What follows belongs to an exercise in optimizing a design on an open flow for small area and a short achievable clock period; a production flow would make more cautious choices. Function was not checked in any run shown here: the RTL went through the layout flow alone.

## flow/design.v (module list and top-level ports; edited modules follow where they fit)
// module FA: 6 lines
// module HA: 6 lines
// module XN2: 5 lines
// module OR2: 5 lines
// module MX: 5 lines
// module X2: 5 lines
// module LSTM: 1786 lines
module LSTM(clk, Of, En, Ci, Cip, In, Ui, Uf, Uk, Uo, Wi, Wk, Wf, Wo, Vo, Bi, Bo, Bf, Bk, PrevH, Cout, Hout);
  // ...
==> flow/flow/run.sh <==
#!/bin/bash
set -euo pipefail
export BUFFER_PORTS_ARGS="-buffer_cell sky130_fd_sc_hd__buf_1"
bash standard.sh > standard_flow.log 2>&1
==> flow/standard.sh <==
#!/bin/bash
# synth_recipe.tcl (not shown) runs the flow's synth.tcl, then flattens the netlist and writes it again
# the make line also repeats each setting of config.mk as NAME=value (left out here)
make -C /OpenROAD-flow-scripts/flow DESIGN_CONFIG=/design/flow/config.mk WORK_HOME=/design/flow/orfs CLKGATE_MAP_FILE= SYNTH_SCRIPT=/design/flow/synth_recipe.tcl "${@:-finish}"
==> flow/config.mk <==
export PLATFORM = sky130hd
export DESIGN_NAME = LSTM
export DESIGN_NICKNAME = LSTM
export VERILOG_FILES = /design/flow/design.v
export SDC_FILE = /design/flow/constraint.sdc
export NUM_CORES = 4
export LEC_CHECK = 0
export CAP_MARGIN = 20
export CORE_MARGIN = 2
export CORE_UTILIZATION = 40
export CTS_BUF_LIST = sky130_fd_sc_hd__clkbuf_8
export SLEW_MARGIN = 20
export SYNTH_HIERARCHICAL = 1
==> flow/constraint.sdc <==
create_clock -name core_clock -period 45.0 [get_ports {clk}]
set_input_delay 9.0000 -clock core_clock [delete_from_list [all_inputs] [get_ports {clk}]]
set_output_delay 9.0000 -clock core_clock [all_outputs]
set_load 0.01 [all_outputs]
==> impl_metrics.toml, run 1 <==
[run_status]
outcome = "finished clean"

[setup_path]
critical_path.most_common_cell = "fa_1"
worst-r2r-setup-slack_ns = 36.69
crit_required_ns = 36.00
end_kind = "output port"
reg2reg_from = "ft_r[0]$_SDFF_PN0_"

[routing]
wl_met3_um = 1990
wl_met2_um = 15900
drc = 0
drtAntennaViolNets = 0
vias_per_cell = 5.11

[synth]
postSynthCellCount = 1416
synth.area.top_cells = "fa_1 57%, nand2_1 13%, xnor2_1 7.6%, or2_1 4.1%, dfxtp_1 3.6%"
syn_area_um2 = 13700
synth_xor_area_frac = 0.0873
synth_nets = 1965
synth_edf_count = 0
async_reset_ff_frac = 0
synth_cell_types = 48
yosysSeqAreaShare = 0.0364

[sta]
final-setup-viol-count = 0
fin_crit_ns = 25.93
hold_viol = 0
fmax_ghz = 0.0386

[final_layout]
buffers = 147
dominant_cells = "multi-input combinational cells"
multi_input_area_um2 = 12700
flops_and_latches = 25
layout-drive-gt1-share = 0.0276

[grt]
gr-usage-met1 = 0.253
track_usage = 0.189
overflow = 0

[clocking]
hold_buffers = 0
clk_pin_slew_ns = 0.11
numCtsBuffers = 3

[floorplanning]
die_h_um = 189
start_util = 0.408

[job]
drv_cap = 0
==> run 2: changes to the inputs <==
--- a/flow/design.v
+++ b/flow/design.v
@@ -193,22 +193,19 @@
   FA fa116(.a(pp76), .b(pp81), .ci(c110), .s(s116), .co(c116));
   wire s117, c117;
   FA fa117(.a(c111), .b(s115), .ci(c112), .s(s117), .co(c117));
   wire s118, c118;
   FA fa118(.a(s116), .b(c113), .ci(s117), .s(s118), .co(c118));
   wire s119 = pp64 ^ pp71 ^ pp77;
   wire s120 = pp82 ^ c115 ^ s119;
   wire s121 = c116 ^ s120 ^ c117;
-  wire c122;
-  OR2 or122(.a(pp26), .b(pp33), .y(c122));
-  wire c123;
-  OR2 or123(.a(s83), .b(c122), .y(c123));
-  wire c124;
-  OR2 or124(.a(s85), .b(c123), .y(c124));
+  wire c122 = pp26 | pp33;
+  wire c123 = s83 | c122;
+  wire c124 = s85 | c123;
   wire s125;
   XN2 xn125(.a(s88), .b(c124), .y(s125));
   wire c125;
   OR2 or125(.a(s88), .b(c124), .y(c125));
   wire s126;
   XN2 xn126(.a(s92), .b(c125), .y(s126));
   wire c126;
   OR2 or126(.a(s92), .b(c125), .y(c126));
@@ -225,17 +222,17 @@
   wire c129;
   OR2 or129(.a(s109), .b(c128), .y(c129));
   wire s130, c130;
   FA fa130(.a(s114), .b(c109), .ci(c129), .s(s130), .co(c130));
   wire s131, c131;
   FA fa131(.a(s118), .b(c114), .ci(c130), .s(s131), .co(c131));
   wire w132 = ~c118 ^ ~s121;
   wire x133;
-  X2 xo133(.a(w132), .b(~c131), .y(x133));
+  X2 xo133(.a(w132), .b(c131), .y(x133));
   wire pp134 = ~(PrevH[0] & Ui[0]);
   wire pp135 = ~(PrevH[0] & Ui[1]);
   wire pp136 = ~(PrevH[0] & Ui[2]);
   wire pp137 = ~(PrevH[0] & Ui[3]);
   wire pp138 = ~(PrevH[0] & Ui[4]);
   wire pp139 = ~(PrevH[0] & Ui[5]);
   wire pp140 = ~(PrevH[0] & Ui[6]);
   wire pp141 = ~(PrevH[0] & Ui[7]);
@@ -359,22 +356,19 @@
   FA fa225(.a(pp185), .b(pp190), .ci(c219), .s(s225), .co(c225));
   wire s226, c226;
   FA fa226(.a(c220), .b(s224), .ci(c221), .s(s226), .co(c226));
   wire s227, c227;
   FA fa227(.a(s225), .b(c222), .ci(s226), .s(s227), .co(c227));
   wire s228 = pp173 ^ pp180 ^ pp186;
   wire s229 = pp191 ^ c224 ^ s228;
   wire s230 = c225 ^ s229 ^ c226;
-  wire c231;
-  OR2 or231(.a(pp135), .b(pp142), .y(c231));
-  wire c232;
-  OR2 or232(.a(s192), .b(c231), .y(c232));
-  wire c233;
-  OR2 or233(.a(s194), .b(c232), .y(c233));
+  wire c231 = pp135 | pp142;
+  wire c232 = s192 | c231;
+  wire c233 = s194 | c232;
   wire s234;
   XN2 xn234(.a(s197), .b(c233), .y(s234));
   wire c234;
   OR2 or234(.a(s197), .b(c233), .y(c234));
   wire s235;
   XN2 xn235(.a(s201), .b(c234), .y(s235));
   wire c235;
   OR2 or235(.a(s201), .b(c234), .y(c235));
@@ -391,17 +385,17 @@
   wire c238;
   OR2 or238(.a(s218), .b(c237), .y(c238));
   wire s239, c239;
   FA fa239(.a(s223), .b(c218), .ci(c238), .s(s239), .co(c239));
   wire s240, c240;
   FA fa240(.a(s227), .b(c223), .ci(c239), .s(s240), .co(c240));
   wire w241 = ~c227 ^ ~s230;
   wire x242;
-  X2 xo242(.a(w241), .b(~c240), .y(x242));
+  X2 xo242(.a(w241), .b(c240), .y(x242));
   wire pp243 = ~(In[0] & Wf[0]);
   wire pp244 = ~(In[0] & Wf[1]);
   wire pp245 = ~(In[0] & Wf[2]);
   wire pp246 = ~(In[0] & Wf[3]);
   wire pp247 = ~(In[0] & Wf[4]);
   wire pp248 = ~(In[0] & Wf[5]);
   wire pp249 = ~(In[0] & Wf[6]);
   wire pp250 = ~(In[0] & Wf[7]);
@@ -525,22 +519,19 @@
   FA fa334(.a(pp294), .b(pp299), .ci(c328), .s(s334), .co(c334));
   wire s335, c335;
   FA fa335(.a(c329), .b(s333), .ci(c330), .s(s335), .co(c335));
   wire s336, c336;
   FA fa336(.a(s334), .b(c331), .ci(s335), .s(s336), .co(c336));
   wire s337 = pp282 ^ pp289 ^ pp295;
   wire s338 = pp300 ^ c333 ^ s337;
   wire s339 = c334 ^ s338 ^ c335;
-  wire c340;
-  OR2 or340(.a(pp244), .b(pp251), .y(c340));
-  wire c341;
-  OR2 or341(.a(s301), .b(c340), .y(c341));
-  wire c342;
-  OR2 or342(.a(s303), .b(c341), .y(c342));
+  wire c340 = pp244 | pp251;
+  wire c341 = s301 | c340;
+  wire c342 = s303 | c341;
   wire s343;
   XN2 xn343(.a(s306), .b(c342), .y(s343));
   wire c343;
   OR2 or343(.a(s306), .b(c342), .y(c343));
   wire s344;
   XN2 xn344(.a(s310), .b(c343), .y(s344));
   wire c344;
   OR2 or344(.a(s310), .b(c343), .y(c344));
@@ -557,17 +548,17 @@
   wire c347;
   OR2 or347(.a(s327), .b(c346), .y(c347));
   wire s348, c348;
   FA fa348(.a(s332), .b(c327), .ci(c347), .s(s348), .co(c348));
   wire s349, c349;
   FA fa349(.a(s336), .b(c332), .ci(c348), .s(s349), .co(c349));
   wire w350 = ~c336 ^ ~s339;
   wire x351;
-  X2 xo351(.a(w350), .b(~c349), .y(x351));
+  X2 xo351(.a(w350), .b(c349), .y(x351));
   wire pp352 = ~(In[0] & Wk[0]);
   wire pp353 = ~(In[0] & Wk[1]);
   wire pp354 = ~(In[0] & Wk[2]);
   wire pp355 = ~(In[0] & Wk[3]);
   wire pp356 = ~(In[0] & Wk[4]);
   wire pp357 = ~(In[0] & Wk[5]);
   wire pp358 = ~(In[0] & Wk[6]);
   wire pp359 = ~(In[0] & Wk[7]);
@@ -691,22 +682,19 @@
   FA fa443(.a(pp403), .b(pp408), .ci(c437), .s(s443), .co(c443));
   wire s444, c444;
   FA fa444(.a(c438), .b(s442), .ci(c439), .s(s444), .co(c444));
   wire s445, c445;
   FA fa445(.a(s443), .b(c440), .ci(s444), .s(s445), .co(c445));
   wire s446 = pp391 ^ pp398 ^ pp404;
   wire s447 = pp409 ^ c442 ^ s446;
   wire s448 = c443 ^ s447 ^ c444;
-  wire c449;
-  OR2 or449(.a(pp353), .b(pp360), .y(c449));
-  wire c450;
-  OR2 or450(.a(s410), .b(c449), .y(c450));
-  wire c451;
-  OR2 or451(.a(s412), .b(c450), .y(c451));
+  wire c449 = pp353 | pp360;
+  wire c450 = s410 | c449;
+  wire c451 = s412 | c450;
   wire s452;
   XN2 xn452(.a(s415), .b(c451), .y(s452));
   wire c452;
   OR2 or452(.a(s415), .b(c451), .y(c452));
   wire s453;
   XN2 xn453(.a(s419), .b(c452), .y(s453));
   wire c453;
   OR2 or453(.a(s419), .b(c452), .y(c453));
@@ -723,17 +711,17 @@
   wire c456;
   OR2 or456(.a(s436), .b(c455), .y(c456));
   wire s457, c457;
   FA fa457(.a(s441), .b(c436), .ci(c456), .s(s457), .co(c457));
   wire s458, c458;
   FA fa458(.a(s445), .b(c441), .ci(c457), .s(s458), .co(c458));
   wire w459 = ~c445 ^ ~s448;
   wire x460;
-  X2 xo460(.a(w459), .b(~c458), .y(x460));
+  X2 xo460(.a(w459), .b(c458), .y(x460));
   wire pp461 = ~(PrevH[0] & Uk[0]);
   wire pp462 = ~(PrevH[0] & Uk[1]);
   wire pp463 = ~(PrevH[0] & Uk[2]);
   wire pp464 = ~(PrevH[0] & Uk[3]);
   wire pp465 = ~(PrevH[0] & Uk[4]);
   wire pp466 = ~(PrevH[0] & Uk[5]);
   wire pp467 = ~(PrevH[0] & Uk[6]);
   wire pp468 = ~(PrevH[0] & Uk[7]);
@@ -857,22 +845,19 @@
   FA fa552(.a(pp512), .b(pp517), .ci(c546), .s(s552), .co(c552));
   wire s553, c553;
   FA fa553(.a(c547), .b(s551), .ci(c548), .s(s553), .co(c553));
   wire s554, c554;
   FA fa554(.a(s552), .b(c549), .ci(s553), .s(s554), .co(c554));
   wire s555 = pp500 ^ pp507 ^ pp513;
   wire s556 = pp518 ^ c551 ^ s555;
   wire s557 = c552 ^ s556 ^ c553;
-  wire c558;
-  OR2 or558(.a(pp462), .b(pp469), .y(c558));
-  wire c559;
-  OR2 or559(.a(s519), .b(c558), .y(c559));
-  wire c560;
-  OR2 or560(.a(s521), .b(c559), .y(c560));
+  wire c558 = pp462 | pp469;
+  wire c559 = s519 | c558;
+  wire c560 = s521 | c559;
   wire s561;
   XN2 xn561(.a(s524), .b(c560), .y(s561));
   wire c561;
   OR2 or561(.a(s524), .b(c560), .y(c561));
   wire s562;
   XN2 xn562(.a(s528), .b(c561), .y(s562));
   wire c562;
   OR2 or562(.a(s528), .b(c561), .y(c562));
@@ -889,17 +874,17 @@
   wire c565;
   OR2 or565(.a(s545), .b(c564), .y(c565));
   wire s566, c566;
   FA fa566(.a(s550), .b(c545), .ci(c565), .s(s566), .co(c566));
   wire s567, c567;
   FA fa567(.a(s554), .b(c550), .ci(c566), .s(s567), .co(c567));
   wire w568 = ~c554 ^ ~s557;
   wire x569;
-  X2 xo569(.a(w568), .b(~c567), .y(x569));
+  X2 xo569(.a(w568), .b(c567), .y(x569));
   wire pp570 = ~(In[0] & Wo[0]);
   wire pp571 = ~(In[0] & Wo[1]);
   wire pp572 = ~(In[0] & Wo[2]);
   wire pp573 = ~(In[0] & Wo[3]);
   wire pp574 = ~(In[0] & Wo[4]);
   wire pp575 = ~(In[0] & Wo[5]);
   wire pp576 = ~(In[0] & Wo[6]);
   wire pp577 = ~(In[0] & Wo[7]);
@@ -1023,22 +1008,19 @@
   FA fa661(.a(pp621), .b(pp626), .ci(c655), .s(s661), .co(c661));
   wire s662, c662;
   FA fa662(.a(c656), .b(s660), .ci(c657), .s(s662), .co(c662));
   wire s663, c663;
   FA fa663(.a(s661), .b(c658), .ci(s662), .s(s663), .co(c663));
   wire s664 = pp609 ^ pp616 ^ pp622;
   wire s665 = pp627 ^ c660 ^ s664;
   wire s666 = c661 ^ s665 ^ c662;
-  wire c667;
-  OR2 or667(.a(pp571), .b(pp578), .y(c667));
-  wire c668;
-  OR2 or668(.a(s628), .b(c667), .y(c668));
-  wire c669;
-  OR2 or669(.a(s630), .b(c668), .y(c669));
+  wire c667 = pp571 | pp578;
+  wire c668 = s628 | c667;
+  wire c669 = s630 | c668;
   wire s670;
   XN2 xn670(.a(s633), .b(c669), .y(s670));
   wire c670;
   OR2 or670(.a(s633), .b(c669), .y(c670));
   wire s671;
   XN2 xn671(.a(s637), .b(c670), .y(s671));
   wire c671;
   OR2 or671(.a(s637), .b(c670), .y(c671));
@@ -1055,17 +1037,17 @@
   wire c674;
   OR2 or674(.a(s654), .b(c673), .y(c674));
   wire s675, c675;
   FA fa675(.a(s659), .b(c654), .ci(c674), .s(s675), .co(c675));
   wire s676, c676;
   FA fa676(.a(s663), .b(c659), .ci(c675), .s(s676), .co(c676));
   wire w677 = ~c663 ^ ~s666;
   wire x678;
-  X2 xo678(.a(w677), .b(~c676), .y(x678));
+  X2 xo678(.a(w677), .b(c676), .y(x678));
   wire pp679 = ~(PrevH[0] & Uo[0]);
   wire pp680 = ~(PrevH[0] & Uo[1]);
   wire pp681 = ~(PrevH[0] & Uo[2]);
   wire pp682 = ~(PrevH[0] & Uo[3]);
   wire pp683 = ~(PrevH[0] & Uo[4]);
   wire pp684 = ~(PrevH[0] & Uo[5]);
   wire pp685 = ~(PrevH[0] & Uo[6]);
   wire pp686 = ~(PrevH[0] & Uo[7]);
@@ -1189,22 +1171,19 @@
   FA fa770(.a(pp730), .b(pp735), .ci(c764), .s(s770), .co(c770));
   wire s771, c771;
   FA fa771(.a(c765), .b(s769), .ci(c766), .s(s771), .co(c771));
   wire s772, c772;
   FA fa772(.a(s770), .b(c767), .ci(s771), .s(s772), .co(c772));
   wire s773 = pp718 ^ pp725 ^ pp731;
   wire s774 = pp736 ^ c769 ^ s773;
   wire s775 = c770 ^ s774 ^ c771;
-  wire c776;
-  OR2 or776(.a(pp680), .b(pp687), .y(c776));
-  wire c777;
-  OR2 or777(.a(s737), .b(c776), .y(c777));
-  wire c778;
-  OR2 or778(.a(s739), .b(c777), .y(c778));
+  wire c776 = pp680 | pp687;
+  wire c777 = s737 | c776;
+  wire c778 = s739 | c777;
   wire s779;
   XN2 xn779(.a(s742), .b(c778), .y(s779));
   wire c779;
   OR2 or779(.a(s742), .b(c778), .y(c779));
   wire s780;
   XN2 xn780(.a(s746), .b(c779), .y(s780));
   wire c780;
   OR2 or780(.a(s746), .b(c779), .y(c780));
@@ -1221,17 +1200,17 @@
   wire c783;
   OR2 or783(.a(s763), .b(c782), .y(c783));
   wire s784, c784;
   FA fa784(.a(s768), .b(c763), .ci(c783), .s(s784), .co(c784));
   wire s785, c785;
   FA fa785(.a(s772), .b(c768), .ci(c784), .s(s785), .co(c785));
   wire w786 = ~c772 ^ ~s775;
   wire x787;
-  X2 xo787(.a(w786), .b(~c785), .y(x787));
+  X2 xo787(.a(w786), .b(c785), .y(x787));
   wire pp788 = ~(Ci[0] & Vo[0]);
   wire pp789 = ~(Ci[0] & Vo[1]);
   wire pp790 = ~(Ci[0] & Vo[2]);
   wire pp791 = ~(Ci[0] & Vo[3]);
   wire pp792 = ~(Ci[0] & Vo[4]);
   wire pp793 = ~(Ci[0] & Vo[5]);
   wire pp794 = ~(Ci[0] & Vo[6]);
   wire pp795 = ~(Ci[0] & Vo[7]);
@@ -1355,22 +1334,19 @@
   FA fa879(.a(pp839), .b(pp844), .ci(c873), .s(s879), .co(c879));
   wire s880, c880;
   FA fa880(.a(c874), .b(s878), .ci(c875), .s(s880), .co(c880));
   wire s881, c881;
   FA fa881(.a(s879), .b(c876), .ci(s880), .s(s881), .co(c881));
   wire s882 = pp827 ^ pp834 ^ pp840;
   wire s883 = pp845 ^ c878 ^ s882;
   wire s884 = c879 ^ s883 ^ c880;
-  wire c885;
-  OR2 or885(.a(pp789), .b(pp796), .y(c885));
-  wire c886;
-  OR2 or886(.a(s846), .b(c885), .y(c886));
-  wire c887;
-  OR2 or887(.a(s848), .b(c886), .y(c887));
+  wire c885 = pp789 | pp796;
+  wire c886 = s846 | c885;
+  wire c887 = s848 | c886;
   wire s888;
   XN2 xn888(.a(s851), .b(c887), .y(s888));
   wire c888;
   OR2 or888(.a(s851), .b(c887), .y(c888));
   wire s889;
   XN2 xn889(.a(s855), .b(c888), .y(s889));
   wire c889;
   OR2 or889(.a(s855), .b(c888), .y(c889));
@@ -1387,48 +1363,48 @@
   wire c892;
   OR2 or892(.a(s872), .b(c891), .y(c892));
   wire s893, c893;
   FA fa893(.a(s877), .b(c872), .ci(c892), .s(s893), .co(c893));
   wire s894, c894;
   FA fa894(.a(s881), .b(c877), .ci(c893), .s(s894), .co(c894));
   wire w895 = ~c881 ^ ~s884;
   wire x896;
-  X2 xo896(.a(w895), .b(~c894), .y(x896));
+  X2 xo896(.a(w895), .b(c894), .y(x896));
   wire s897, c897;
   FA fa897(.a(s125), .b(s234), .ci(~Cip), .s(s897), .co(c897));
   wire s898, c898;
   FA fa898(.a(s126), .b(s235), .ci(c897), .s(s898), .co(c898));
   wire s899, c899;
   FA fa899(.a(s127), .b(s236), .ci(c898), .s(s899), .co(c899));
   wire s900, c900;
   FA fa900(.a(s128), .b(s237), .ci(c899), .s(s900), .co(c900));
   wire s901, c901;
   FA fa901(.a(s129), .b(s238), .ci(c900), .s(s901), .co(c901));
   wire s902, c902;
   FA fa902(.a(s130), .b(s239), .ci(c901), .s(s902), .co(c902));
   wire s903, c903;
   FA fa903(.a(s131), .b(s240), .ci(c902), .s(s903), .co(c903));
   wire s904, c904;
-  FA fa904(.a(x133), .b(x242), .ci(~c903), .s(s904), .co(c904));
+  FA fa904(.a(x133), .b(x242), .ci(c903), .s(s904), .co(c904));
   wire s905, c905;
-  FA fa905(.a(s897), .b(w1), .ci(~c904), .s(s905), .co(c905));
+  FA fa905(.a(s897), .b(w1), .ci(c904), .s(s905), .co(c905));
   wire s906, c906;
   FA fa906(.a(s898), .b(w2), .ci(c905), .s(s906), .co(c906));
   wire s907, c907;
   FA fa907(.a(s899), .b(w3), .ci(c906), .s(s907), .co(c907));
   wire s908, c908;
   FA fa908(.a(s900), .b(w4), .ci(c907), .s(s908), .co(c908));
   wire s909, c909;
   FA fa909(.a(s901), .b(w5), .ci(c908), .s(s909), .co(c909));
   wire s910, c910;
   FA fa910(.a(s902), .b(w6), .ci(c909), .s(s910), .co(c910));
   wire s911, c911;
   FA fa911(.a(s903), .b(w7), .ci(c910), .s(s911), .co(c911));
-  wire s912 = ~s904 ^ w8 ^ c911;
+  wire s912 = s904 ^ w8 ^ c911;
   wire s913;
   XN2 xn913(.a(s343), .b(w1), .y(s913));
   wire c913;
   OR2 or913(.a(s343), .b(w1), .y(c913));
   wire s914, c914;
   FA fa914(.a(s344), .b(w2), .ci(c913), .s(s914), .co(c914));
   wire s915, c915;
   FA fa915(.a(s345), .b(w3), .ci(c914), .s(s915), .co(c915));
@@ -1436,23 +1412,23 @@
   FA fa916(.a(s346), .b(w4), .ci(c915), .s(s916), .co(c916));
   wire s917, c917;
   FA fa917(.a(s347), .b(w5), .ci(c916), .s(s917), .co(c917));
   wire s918, c918;
   FA fa918(.a(s348), .b(w6), .ci(c917), .s(s918), .co(c918));
   wire s919, c919;
   FA fa919(.a(s349), .b(w7), .ci(c918), .s(s919), .co(c919));
   wire s920, c920;
-  FA fa920(.a(~x351), .b(w8), .ci(c919), .s(s920), .co(c920));
+  FA fa920(.a(x351), .b(w8), .ci(c919), .s(s920), .co(c920));
   wire w921 = &{~s913, ~s914, ~s915, ~s916, ~s917, ~s918, ~s919, ~s920};
-  wire w922 = ~c920 | (x351 & w921);
+  wire w922 = ~c920 | (~x351 & w921);
   wire s923;
-  XN2 xn923(.a(s913), .b(~x351), .y(s923));
+  XN2 xn923(.a(s913), .b(x351), .y(s923));
   wire c923;
-  OR2 or923(.a(s913), .b(~x351), .y(c923));
+  OR2 or923(.a(s913), .b(x351), .y(c923));
   wire s924;
   XN2 xn924(.a(s914), .b(c923), .y(s924));
   wire c924;
   OR2 or924(.a(s914), .b(c923), .y(c924));
   wire s925;
   XN2 xn925(.a(s915), .b(c924), .y(s925));
   wire c925;
   OR2 or925(.a(s915), .b(c924), .y(c925));
@@ -1467,18 +1443,17 @@
   wire s928;
   XN2 xn928(.a(s918), .b(c927), .y(s928));
   wire c928;
   OR2 or928(.a(s918), .b(c927), .y(c928));
   wire s929;
   XN2 xn929(.a(s919), .b(c928), .y(s929));
   wire c929;
   OR2 or929(.a(s919), .b(c928), .y(c929));
-  wire s930;
-  XN2 xn930(.a(s920), .b(c929), .y(s930));
+  wire s930 = ~(s920 ^ c929);
   wire s931;
   XN2 xn931(.a(s452), .b(s561), .y(s931));
   wire c931;
   OR2 or931(.a(s452), .b(s561), .y(c931));
   wire s932, c932;
   FA fa932(.a(s453), .b(s562), .ci(c931), .s(s932), .co(c932));
   wire s933, c933;
   FA fa933(.a(s454), .b(s563), .ci(c932), .s(s933), .co(c933));
@@ -1486,17 +1461,17 @@
   FA fa934(.a(s455), .b(s564), .ci(c933), .s(s934), .co(c934));
   wire s935, c935;
   FA fa935(.a(s456), .b(s565), .ci(c934), .s(s935), .co(c935));
   wire s936, c936;
   FA fa936(.a(s457), .b(s566), .ci(c935), .s(s936), .co(c936));
   wire s937, c937;
   FA fa937(.a(s458), .b(s567), .ci(c936), .s(s937), .co(c937));
   wire s938, c938;
-  FA fa938(.a(x460), .b(x569), .ci(~c937), .s(s938), .co(c938));
+  FA fa938(.a(x460), .b(x569), .ci(c937), .s(s938), .co(c938));
   wire s939;
   XN2 xn939(.a(s931), .b(w9), .y(s939));
   wire c939;
   OR2 or939(.a(s931), .b(w9), .y(c939));
   wire s940, c940;
   FA fa940(.a(s932), .b(w10), .ci(c939), .s(s940), .co(c940));
   wire s941, c941;
   FA fa941(.a(s933), .b(w11), .ci(c940), .s(s941), .co(c941));
@@ -1504,25 +1479,25 @@
   FA fa942(.a(s934), .b(w12), .ci(c941), .s(s942), .co(c942));
   wire s943, c943;
   FA fa943(.a(s935), .b(w13), .ci(c942), .s(s943), .co(c943));
   wire s944, c944;
   FA fa944(.a(s936), .b(w14), .ci(c943), .s(s944), .co(c944));
   wire s945, c945;
   FA fa945(.a(s937), .b(w15), .ci(c944), .s(s945), .co(c945));
   wire s946, c946;
-  FA fa946(.a(~s938), .b(w16), .ci(c945), .s(s946), .co(c946));
-  wire w947 = &{~s931, ~s932, ~s933, ~s934, ~s935, ~s936, ~s937, s938};
+  FA fa946(.a(s938), .b(w16), .ci(c945), .s(s946), .co(c946));
+  wire w947 = &{~s931, ~s932, ~s933, ~s934, ~s935, ~s936, ~s937, ~s938};
   wire w948 = &{~s939, ~s940, ~s941, ~s942, ~s943, ~s944, ~s945, ~s946};
   wire w949 = (&{~s940, ~s941, ~s942, ~s943, ~s944, ~s945, ~s946}) & ~(~s939);
   wire w950 = &Bk;
-  wire w951 = c938 | (w922 & w947);
-  wire w952 = ~c946 | (c938 & w948);
-  wire w953 = w947 ? w950 : (~c946 | w948 | (c938 & w949));
-  wire w954 = x351 & w921;
+  wire w951 = ~c938 | (w922 & w947);
+  wire w952 = ~c946 | (~c938 & w948);
+  wire w953 = w947 ? w950 : (~c946 | w948 | (~c938 & w949));
+  wire w954 = ~x351 & w921;
   wire o955;
   OR2 ok955(.a(~c920), .b(w954), .y(o955));
   wire m956;
   MX mx956(.s(o955), .a(w953), .b(w952), .y(m956));
   wire w957 = w922 ^ w951;
   wire w958 = w922 & w951;
   wire s959;
   XN2 xn959(.a(s939), .b(~w957), .y(s959));
@@ -1545,18 +1520,17 @@
   wire s964;
   XN2 xn964(.a(s944), .b(c963), .y(s964));
   wire c964;
   OR2 or964(.a(s944), .b(c963), .y(c964));
   wire s965;
   XN2 xn965(.a(s945), .b(c964), .y(s965));
   wire c965;
   OR2 or965(.a(s945), .b(c964), .y(c965));
-  wire s966;
-  XN2 xn966(.a(s946), .b(c965), .y(s966));
+  wire s966 = ~(s946 ^ c965);
   wire s967, c967;
   HA ha967(.a(s905), .b(s959), .s(s967), .co(c967));
   wire s968, c968;
   FA fa968(.a(s906), .b(s960), .ci(c967), .s(s968), .co(c968));
   wire s969, c969;
   FA fa969(.a(s907), .b(s961), .ci(c968), .s(s969), .co(c969));
   wire s970, c970;
   FA fa970(.a(s908), .b(s962), .ci(c969), .s(s970), .co(c970));
@@ -1677,17 +1651,17 @@
   FA fa1032(.a(s673), .b(s782), .ci(c1031), .s(s1032), .co(c1032));
   wire s1033, c1033;
   FA fa1033(.a(s674), .b(s783), .ci(c1032), .s(s1033), .co(c1033));
   wire s1034, c1034;
   FA fa1034(.a(s675), .b(s784), .ci(c1033), .s(s1034), .co(c1034));
   wire s1035, c1035;
   FA fa1035(.a(s676), .b(s785), .ci(c1034), .s(s1035), .co(c1035));
   wire s1036, c1036;
-  FA fa1036(.a(x678), .b(x787), .ci(~c1035), .s(s1036), .co(c1036));
+  FA fa1036(.a(x678), .b(x787), .ci(c1035), .s(s1036), .co(c1036));
   wire s1037;
   XN2 xn1037(.a(s888), .b(w17), .y(s1037));
   wire c1037;
   OR2 or1037(.a(s888), .b(w17), .y(c1037));
   wire s1038, c1038;
   FA fa1038(.a(s889), .b(w18), .ci(c1037), .s(s1038), .co(c1038));
   wire s1039, c1039;
   FA fa1039(.a(s890), .b(w19), .ci(c1038), .s(s1039), .co(c1039));
@@ -1695,124 +1669,121 @@
   FA fa1040(.a(s891), .b(w20), .ci(c1039), .s(s1040), .co(c1040));
   wire s1041, c1041;
   FA fa1041(.a(s892), .b(w21), .ci(c1040), .s(s1041), .co(c1041));
   wire s1042, c1042;
   FA fa1042(.a(s893), .b(w22), .ci(c1041), .s(s1042), .co(c1042));
   wire s1043, c1043;
   FA fa1043(.a(s894), .b(w23), .ci(c1042), .s(s1043), .co(c1043));
   wire s1044, c1044;
-  FA fa1044(.a(~x896), .b(w24), .ci(c1043), .s(s1044), .co(c1044));
+  FA fa1044(.a(x896), .b(w24), .ci(c1043), .s(s1044), .co(c1044));
   wire s1045;
   XN2 xn1045(.a(s1029), .b(s1037), .y(s1045));
   wire c1045;
   OR2 or1045(.a(s1029), .b(s1037), .y(c1045));
   wire s1046, c1046;
   FA fa1046(.a(s1030), .b(s1038), .ci(c1045), .s(s1046), .co(c1046));
   wire s1047, c1047;
   FA fa1047(.a(s1031), .b(s1039), .ci(c1046), .s(s1047), .co(c1047));
   wire s1048, c1048;
   FA fa1048(.a(s1032), .b(s1040), .ci(c1047), .s(s1048), .co(c1048));
   wire s1049, c1049;
   FA fa1049(.a(s1033), .b(s1041), .ci(c1048), .s(s1049), .co(c1049));
   wire s1050, c1050;
   FA fa1050(.a(s1034), .b(s1042), .ci(c1049), .s(s1050), .co(c1050));
   wire s1051, c1051;
   FA fa1051(.a(s1035), .b(s1043), .ci(c1050), .s(s1051), .co(c1051));
-  wire w1052 = s1036 ^ ~s1044 ^ ~c1051;
-  wire w1053 = &{~s1029, ~s1030, ~s1031, ~s1032, ~s1033, ~s1034, ~s1035, s1036};
-  wire w1054 = &{~s1037, ~s1038, ~s1039, ~s1040, ~s1041, ~s1042, ~s1043, ~s1044};
-  wire w1055 = &{~s1045, ~s1046, ~s1047, ~s1048, ~s1049, ~s1050, ~s1051};
-  wire w1056 = &{~s1046, ~s1047, ~s1048, ~s1049, ~s1050, ~s1051};
-  wire w1057 = (&{~s1047, ~s1048, ~s1049, ~s1050, ~s1051}) & (~s1046 | ~s1045);
-  wire w1058 = c1036 | (0 & w1053);
-  wire w1059 = ~c1044 | (w1058 & w1054);
-  wire w1060 = ~w1058 & ~w1059;
-  wire w1061 = w1058 ^ w1059;
-  wire w1062 = ~(w1058 & w1059);
-  wire w1063 = s1036 ^ ~s1044 ^ 1'b0;
-  wire w1064 = (s1036 & ~s1044) | (s1036 & 1'b0) | (~s1044 & 1'b0);
-  wire w1065 = c1036 ^ ~c1044 ^ w1064;
-  wire w1066 = (c1036 & ~c1044) | (c1036 & w1064) | (~c1044 & w1064);
-  wire w1067 = w1062 | (w1063 & w1056);
-  wire w1068 = w1060 | (w1061 & w1063 & w1055);
-  wire w1069 = w1065 ? (w1066 | w1068) : (w1066 ? w1067 : 1'b0);
-  wire w1070 = s1036 ^ ~s1044 ^ 1'b1;
-  wire w1071 = (s1036 & ~s1044) | (s1036 & 1'b1) | (~s1044 & 1'b1);
-  wire w1072 = c1036 ^ ~c1044 ^ w1071;
-  wire w1073 = (c1036 & ~c1044) | (c1036 & w1071) | (~c1044 & w1071);
-  wire w1074 = w1062 | (w1070 & w1056);
-  wire w1075 = w1060 | (w1061 & w1070 & w1055);
-  wire w1076 = w1072 ? (w1073 | w1075) : (w1073 ? w1074 : 1'b0);
-  wire m1077;
-  MX mx1077(.s(~c1051), .a(w1076), .b(w1069), .y(m1077));
-  wire w1078 = 0 ^ w1058 ^ w1059;
-  wire w1079 = (0 & w1058) | (0 & w1059) | (w1058 & w1059);
-  wire w1080 = c1036 | (1 & w1053);
-  wire w1081 = ~c1044 | (w1080 & w1054);
-  wire w1082 = ~w1080 & ~w1081;
-  wire w1083 = w1080 ^ w1081;
-  wire w1084 = ~(w1080 & w1081);
-  wire w1085 = s1036 ^ ~s1044 ^ 1'b0;
-  wire w1086 = (s1036 & ~s1044) | (s1036 & 1'b0) | (~s1044 & 1'b0);
-  wire w1087 = c1036 ^ ~c1044 ^ w1086;
-  wire w1088 = (c1036 & ~c1044) | (c1036 & w1086) | (~c1044 & w1086);
-  wire w1089 = w1084 | (w1085 & w1057);
-  wire w1090 = w1082 | (w1083 & w1085 & w1056);
-  wire w1091 = w1082 & w1085 & w1055;
-  wire w1092 = w1087 ? (w1088 | w1090) : (w1088 ? w1089 : w1091);
-  wire w1093 = s1036 ^ ~s1044 ^ 1'b1;
-  wire w1094 = (s1036 & ~s1044) | (s1036 & 1'b1) | (~s1044 & 1'b1);
-  wire w1095 = c1036 ^ ~c1044 ^ w1094;
-  wire w1096 = (c1036 & ~c1044) | (c1036 & w1094) | (~c1044 & w1094);
-  wire w1097 = w1084 | (w1093 & w1057);
-  wire w1098 = w1082 | (w1083 & w1093 & w1056);
-  wire w1099 = w1082 & w1093 & w1055;
-  wire w1100 = w1095 ? (w1096 | w1098) : (w1096 ? w1097 : w1099);
-  wire m1101;
-  MX mx1101(.s(~c1051), .a(w1100), .b(w1092), .y(m1101));
-  wire w1102 = 1 ^ w1080 ^ w1081;
-  wire w1103 = (1 & w1080) | (1 & w1081) | (w1080 & w1081);
-  wire m1104;
-  MX mx1104(.s(w996), .a(m1101), .b(m1077), .y(m1104));
-  wire m1105;
-  MX mx1105(.s(w1001), .a(m1101), .b(m1077), .y(m1105));
-  wire m1106;
-  MX mx1106(.s(m956), .a(m1105), .b(m1104), .y(m1106));
-  wire w1107 = w1004 ? w1102 : w1078;
-  wire w1108 = w1004 ? w1103 : w1079;
-  wire s1109;
-  XN2 xn1109(.a(s1045), .b(~w1107), .y(s1109));
-  wire c1109;
-  OR2 or1109(.a(s1045), .b(~w1107), .y(c1109));
-  wire s1110, c1110;
-  FA fa1110(.a(s1046), .b(~w1108), .ci(c1109), .s(s1110), .co(c1110));
-  wire s1111;
-  XN2 xn1111(.a(s1047), .b(c1110), .y(s1111));
-  wire c1111;
-  OR2 or1111(.a(s1047), .b(c1110), .y(c1111));
-  wire s1112;
-  XN2 xn1112(.a(s1048), .b(c1111), .y(s1112));
-  wire c1112;
-  OR2 or1112(.a(s1048), .b(c1111), .y(c1112));
-  wire s1113;
-  XN2 xn1113(.a(s1049), .b(c1112), .y(s1113));
-  wire c1113;
-  OR2 or1113(.a(s1049), .b(c1112), .y(c1113));
-  wire s1114;
-  XN2 xn1114(.a(s1050), .b(c1113), .y(s1114));
-  wire c1114;
-  OR2 or1114(.a(s1050), .b(c1113), .y(c1114));
-  wire s1115;
-  XN2 xn1115(.a(s1051), .b(c1114), .y(s1115));
-  wire c1115;
-  OR2 or1115(.a(s1051), .b(c1114), .y(c1115));
-  wire s1116 = w1052 ^ ~c1115;
-  wire [7:0] h_d = {~s1116, s1115, s1114, s1113, s1112, s1111, s1110, s1109};
+  wire s1052, c1052;
+  FA fa1052(.a(s1036), .b(s1044), .ci(c1051), .s(s1052), .co(c1052));
+  wire s1053, c1053;
+  FA fa1053(.a(c1036), .b(c1044), .ci(c1052), .s(s1053), .co(c1053));
+  wire [9:0] P1053 = {~c1053, ~s1053, ~s1052, ~s1051, ~s1050, ~s1049, ~s1048, ~s1047, ~s1046, ~s1045};
+  wire w1054 = &{~s1029, ~s1030, ~s1031, ~s1032, ~s1033, ~s1034, ~s1035, ~s1036};
+  wire w1055 = &{~s1037, ~s1038, ~s1039, ~s1040, ~s1041, ~s1042, ~s1043, ~s1044};
+  wire w1056 = ~c1036 | (0 & w1054);
+  wire w1057 = ~c1044 | (w1056 & w1055);
+  wire w1058 = ((w1056 & w1057) ? ({1'b0, P1053} + 11'd0 >= 11'd766) : ((w1056 | w1057) ? ({1'b0, P1053} + 11'd0 >= 11'd511) : ({1'b0, P1053} + 11'd0 >= 11'd256)));
+  wire w1059 = 0 ^ w1056 ^ w1057;
+  wire w1060 = (0 & w1056) | (0 & w1057) | (w1056 & w1057);
+  wire w1061 = ~c1036 | (1 & w1054);
+  wire w1062 = ~c1044 | (w1061 & w1055);
+  wire w1063 = ((w1061 & w1062) ? ({1'b0, P1053} + 11'd1 >= 11'd766) : ((w1061 | w1062) ? ({1'b0, P1053} + 11'd1 >= 11'd511) : ({1'b0, P1053} + 11'd1 >= 11'd256)));
+  wire w1064 = 1 ^ w1061 ^ w1062;
+  wire w1065 = (1 & w1061) | (1 & w1062) | (w1061 & w1062);
+  wire w1066 = &{~s1045, ~s1046, ~s1047, ~s1048, ~s1049, ~s1050, ~s1051};
+  wire w1067 = &{~s1046, ~s1047, ~s1048, ~s1049, ~s1050, ~s1051};
+  wire w1068 = (&{~s1047, ~s1048, ~s1049, ~s1050, ~s1051}) & (~s1046 | ~s1045);
+  wire w1069 = &{~s1029, ~s1030, ~s1031, ~s1032, ~s1033, ~s1034, ~s1035, ~s1036};
+  wire w1070 = &{~s1037, ~s1038, ~s1039, ~s1040, ~s1041, ~s1042, ~s1043, ~s1044};
+  wire w1071 = ~c1036 | (0 & w1069);
+  wire w1072 = ~c1044 | (w1071 & w1070);
+  wire w1073 = ~w1071 & ~w1072;
+  wire w1074 = w1071 ^ w1072;
+  wire w1075 = ~(w1071 & w1072);
+  wire w1076 = w1075 | (~s1052 & w1067);
+  wire w1077 = w1073 | (w1074 & ~s1052 & w1066);
+  wire w1078 = ~c1036 | (1 & w1069);
+  wire w1079 = ~c1044 | (w1078 & w1070);
+  wire w1080 = ~w1078 & ~w1079;
+  wire w1081 = w1078 ^ w1079;
+  wire w1082 = ~(w1078 & w1079);
+  wire w1083 = w1082 | (~s1052 & w1068);
+  wire w1084 = w1080 | (w1081 & ~s1052 & w1067);
+  wire w1085 = w1080 & ~s1052 & w1066;
+  wire w1086 = w996 ? w1083 : w1076;
+  wire w1087 = w996 ? w1084 : w1077;
+  wire w1088 = w996 ? w1085 : 1'b0;
+  wire o1089;
+  OR2 ok1089(.a(~c1053), .b(w1087), .y(o1089));
+  wire m1090;
+  MX mx1090(.s(~c1053), .a(w1086), .b(w1088), .y(m1090));
+  wire m1091;
+  MX mx1091(.s(~s1053), .a(o1089), .b(m1090), .y(m1091));
+  wire w1092 = w1001 ? w1083 : w1076;
+  wire w1093 = w1001 ? w1084 : w1077;
+  wire w1094 = w1001 ? w1085 : 1'b0;
+  wire o1095;
+  OR2 ok1095(.a(~c1053), .b(w1093), .y(o1095));
+  wire m1096;
+  MX mx1096(.s(~c1053), .a(w1092), .b(w1094), .y(m1096));
+  wire m1097;
+  MX mx1097(.s(~s1053), .a(o1095), .b(m1096), .y(m1097));
+  wire m1098;
+  MX mx1098(.s(m956), .a(m1097), .b(m1091), .y(m1098));
+  wire w1099 = w1004 ? w1064 : w1059;
+  wire w1100 = w1004 ? w1065 : w1060;
+  wire s1101;
+  XN2 xn1101(.a(s1045), .b(~w1099), .y(s1101));
+  wire c1101;
+  OR2 or1101(.a(s1045), .b(~w1099), .y(c1101));
+  wire s1102, c1102;
+  FA fa1102(.a(s1046), .b(~w1100), .ci(c1101), .s(s1102), .co(c1102));
+  wire s1103;
+  XN2 xn1103(.a(s1047), .b(c1102), .y(s1103));
+  wire c1103;
+  OR2 or1103(.a(s1047), .b(c1102), .y(c1103));
+  wire s1104;
+  XN2 xn1104(.a(s1048), .b(c1103), .y(s1104));
+  wire c1104;
+  OR2 or1104(.a(s1048), .b(c1103), .y(c1104));
+  wire s1105;
+  XN2 xn1105(.a(s1049), .b(c1104), .y(s1105));
+  wire c1105;
+  OR2 or1105(.a(s1049), .b(c1104), .y(c1105));
+  wire s1106;
+  XN2 xn1106(.a(s1050), .b(c1105), .y(s1106));
+  wire c1106;
+  OR2 or1106(.a(s1050), .b(c1105), .y(c1106));
+  wire s1107;
+  XN2 xn1107(.a(s1051), .b(c1106), .y(s1107));
+  wire c1107;
+  OR2 or1107(.a(s1051), .b(c1106), .y(c1107));
+  wire s1108 = ~(s1052 ^ c1107);
+  wire [7:0] h_d = {s1108, s1107, s1106, s1105, s1104, s1103, s1102, s1101};
   always @(posedge clk) begin
     u_r  <= En ? u_d  : 9'd0;
     ft_r <= En ? ft_d : 8'd0;
     h_r  <= En ? h_d  : 8'd0;
   end
   assign Hout = h_r;
   assign Cout = cout_w;
-  assign Of = m1106;
+  assign Of = m1098;
 endmodule
==> impl_metrics.toml, run 2 <==
[synth]
synth_seq_cells = 25
synth_nets = 1924
yosys_warnings = 7
synth_top_area_frac = 0.572
async_reset_ff_frac = 0
synth_ff_type = "dfxtp_1"
synth_cell_types = 53
synth_area_leader_cell = "fa_1"
postSynthCellCount = 1379
syn_area_um2 = 13600
yosysMostFrequentCell = "nand2_1"
synth_top_cells_by_count = "452 x nand2_1, 388 x fa_1, 121 x xnor2_1, 68 x or2_1, 62 x clkbuf_1"
yosysSeqAreaShare = 0.0369
synth_edf_count = 0
synth.area.top_cells = "fa_1 57%, nand2_1 13%, xnor2_1 7.8%, dfxtp_1 3.7%, or2_1 3.1%"
synth.avg_cell_area_um2 = 9.84

[final_layout]
layout-drive-gt1-share = 0.0318
area_growth_pct = 6.41
nets = 1991
regMostFlops = "u_r"
layout_common_cells = "452 x nand2_1, 388 x fa_1, 131 x buf_1"
largest_reg_flops = 9
top_regs = "u_r x9, ft_r x8, h_r x8"
final_common_cell = "nand2_1"

[setup_path]
end_kind = "output port"
critPathTopFamily = "adder cells"
critPathSlowestCell = "fa_1"
path_buf_inv = 3
critical_path.most_common_cell = "fa_1"
max_stage_delay_ns = 0.49
critPathArrivalTime_ns = 16.82
critPathMaxFanout = 9
start_kind = "primary input"
rr_endpoint = "h_r[7]$_SDFF_PN0_"
crit_required_ns = 36.00
reg2reg_from = "ft_r[0]$_SDFF_PN0_"
crit_type = "primary input to output port"
worst_r2r_path_depth = 26
worst-r2r-setup-slack_ns = 36.80

[sta]
setup_total_negative_slack_ns = 0
hold_viol = 0
skew_ns = 0.0141
fmax_ghz = 0.0387
fin_crit_ns = 25.82
drv_slew = 0
whs_ns = 1.64
relSlewSlack = 0.490
tightest_slew_ns = 0.765
rsz0062_at_grt = "no"
final-setup-viol-count = 0
min_period_over_period = 0.574

[grt]
grt_pass1_wl_um = 54000
antenna_found_initial = 4
grt_pass1_vias = 10500
track_usage = 0.189
overflow = 0
grt_max_degree = 33

[hold_path]
min_path_cells = 9
min_from = "u_r[8]$_SDFF_PN0_"
hold_end = "h_r[0]$_SDFF_PN0_"
hp-class = "flip-flop to flip-flop"

[placed_design]
port_buffers = 131
hpwl_um = 26800
gp_congestion = 0.841

[job]
drv_cap = 0

[clocking]
cts_setup_buffers = 0
numCtsBuffers = 3
cts_max_level = 1
cts_tree = "built"
clk_pin_slew_ns = 0.11
ctsResizeCount = 0
hold_buffers = 0
root_buffer = "clkbuf_8"
cts_buffer_depth = 2
clk_latency_ns = 0.28
clkSinkCount = 25

[routing]
vias = 9632
detail_route.wl_per_cell_um = 16.7
vias_per_cell = 5.08
drt-total-wl_um = 31600
drc = 0
drtAntennaViolNets = 0
detail_route.iter0.violations = 427
drtPass1Iterations = 5

[floorplanning]
core-area_um2 = 33400
die_area_um2 = 35400
fp.dieW_um = 188
die_h_um = 188
start_util = 0.406
io_pins = 148
fp-row-count = 67

[run_status]
outcome = "finished clean"
## run 2: changes by cell type after synthesis, sizes merged, moves of 4 or more
cell	change
ha	-4
inv	-20
nand2	-12
nand4	+6
nor2	+12
nor2b	-4
or2	-22
## run 2: worst max path at each step
stage / slack [ns] / end / from / depth (start not counted)
after floorplan: 19.61 / Of / In[1] / 26
after global placement: 19.26 / Of / Ci[1] / 25
after detailed placement: 19.19 / Of / In[1] / 25
after CTS: 19.17 / Of / Ci[1] / 25
after global routing: 18.79 / Of / Ci[1] / 25
final: 19.18 / Of / Ci[2] / 25
## run 2: worst reg2reg max path: cells and delay by family (launching register included)
| family | cells | cell delay [ns] |
|---|---|---|
| adders and majority gates | 11 | 4.52 |
| xor gates and xnor gates | 2 | 0.40 |
| DFF | 1 | 0.31 |
| and+or+nand+nor | 10 | 2.31 |
| muxes | 1 | 0.17 |
| AOI/OAI and AO/OA | 2 | 0.44 |
## run 2: kinds of logic after synthesis
| kind of cell | Yosys count | share of synthesized area |
|---|---|---|
| compound gates | 35 | 0.0207 |
| fa+ha+maj | 414 | 0.596 |
| xor+xnor | 139 | 0.0897 |
| buf+inv | 129 | 0.0387 |
| mux | 21 | 0.0212 |
| flops | 25 | 0.0369 |
| simple gates | 616 | 0.197 |
## run 2: layout make-up
class	count	area, um2
multi-input combinational	1225	12500
timing repair buffer	147	612
inverter	44	165
fill	3246	19000
clock buffer	3	41.3
antenna	3	7.51
clock inverter	1	8.76
sequential	25	500
tap	448	561
## run 2: modules after synthesis, one instance, submodules excluded
module  cells inside  cell area, um2  times used  flip-flops and latches
LSTM             821            4340           1                      25
OR2                1            6.26          68                       0
XN2                1            8.76          65                       0
X2                 1            8.76           8                       0
MX                 1            15.0          14                       0
FA                 1            20.0         388                       0
HA                 1            12.5          15                       0
## run 2: layer usage
metal | GRT usage | wire length [um] | up-vias
li1 | - | - | 4326
met1 | 0.259 | 13400 | 5017
met2 | 0.328 | 16000 | 257
met3 | 0.0210 | 1830 | 30
met4 | 0.0312 | 382 | 2
met5 | 0 | 13 | -
## run 2: metrics by stage
step | instances | cell area [um2] | worst slack (ns) | utilization
after global placement | 1889 | 14400 | 19.26 | 0.430
after detailed placement | 1889 | 14400 | 19.19 | 0.430
after global routing | 1894 | 14400 | 18.79 | 0.432
after floorplan | 1379 | 13600 | 19.61 | -
after CTS | 1893 | 14400 | 19.17 | 0.432
final | 1896 | 14400 | 19.18 | 0.432

## port drivers added, routing unchanged
How much do the figures lean on ideal ports? The routed layouts below were timed once more, with nothing changed but the port constraints.
Step 1 assumes that a clkbuf_16 drives the clock port and a buf_2 every other input.
Step 2 times the ports against the registers' clock, not the clock port: input delays grow and output delays shrink by t, the midpoint of the rising clock arrivals with the driver on.
Slacks: ideal ports / drivers / drivers and shift; pairs: ideal ports / drivers.
| run | shift t [ns] | slack for setup (ns) | clock arrival spread, ns |
|---|---|---|---|
| run 1 | 0.311 | 19.071 / 19.048 / 19.048 | 0.018 / 0.018 |
| run 2 | 0.309 | 19.178 / 19.153 / 19.153 | 0.014 / 0.014 |
After both steps setup and hold are still met in every run listed. For run 2, which loses most, drivers alone change the setup slack by -0.025 ns; drivers and shift together by -0.025 ns.
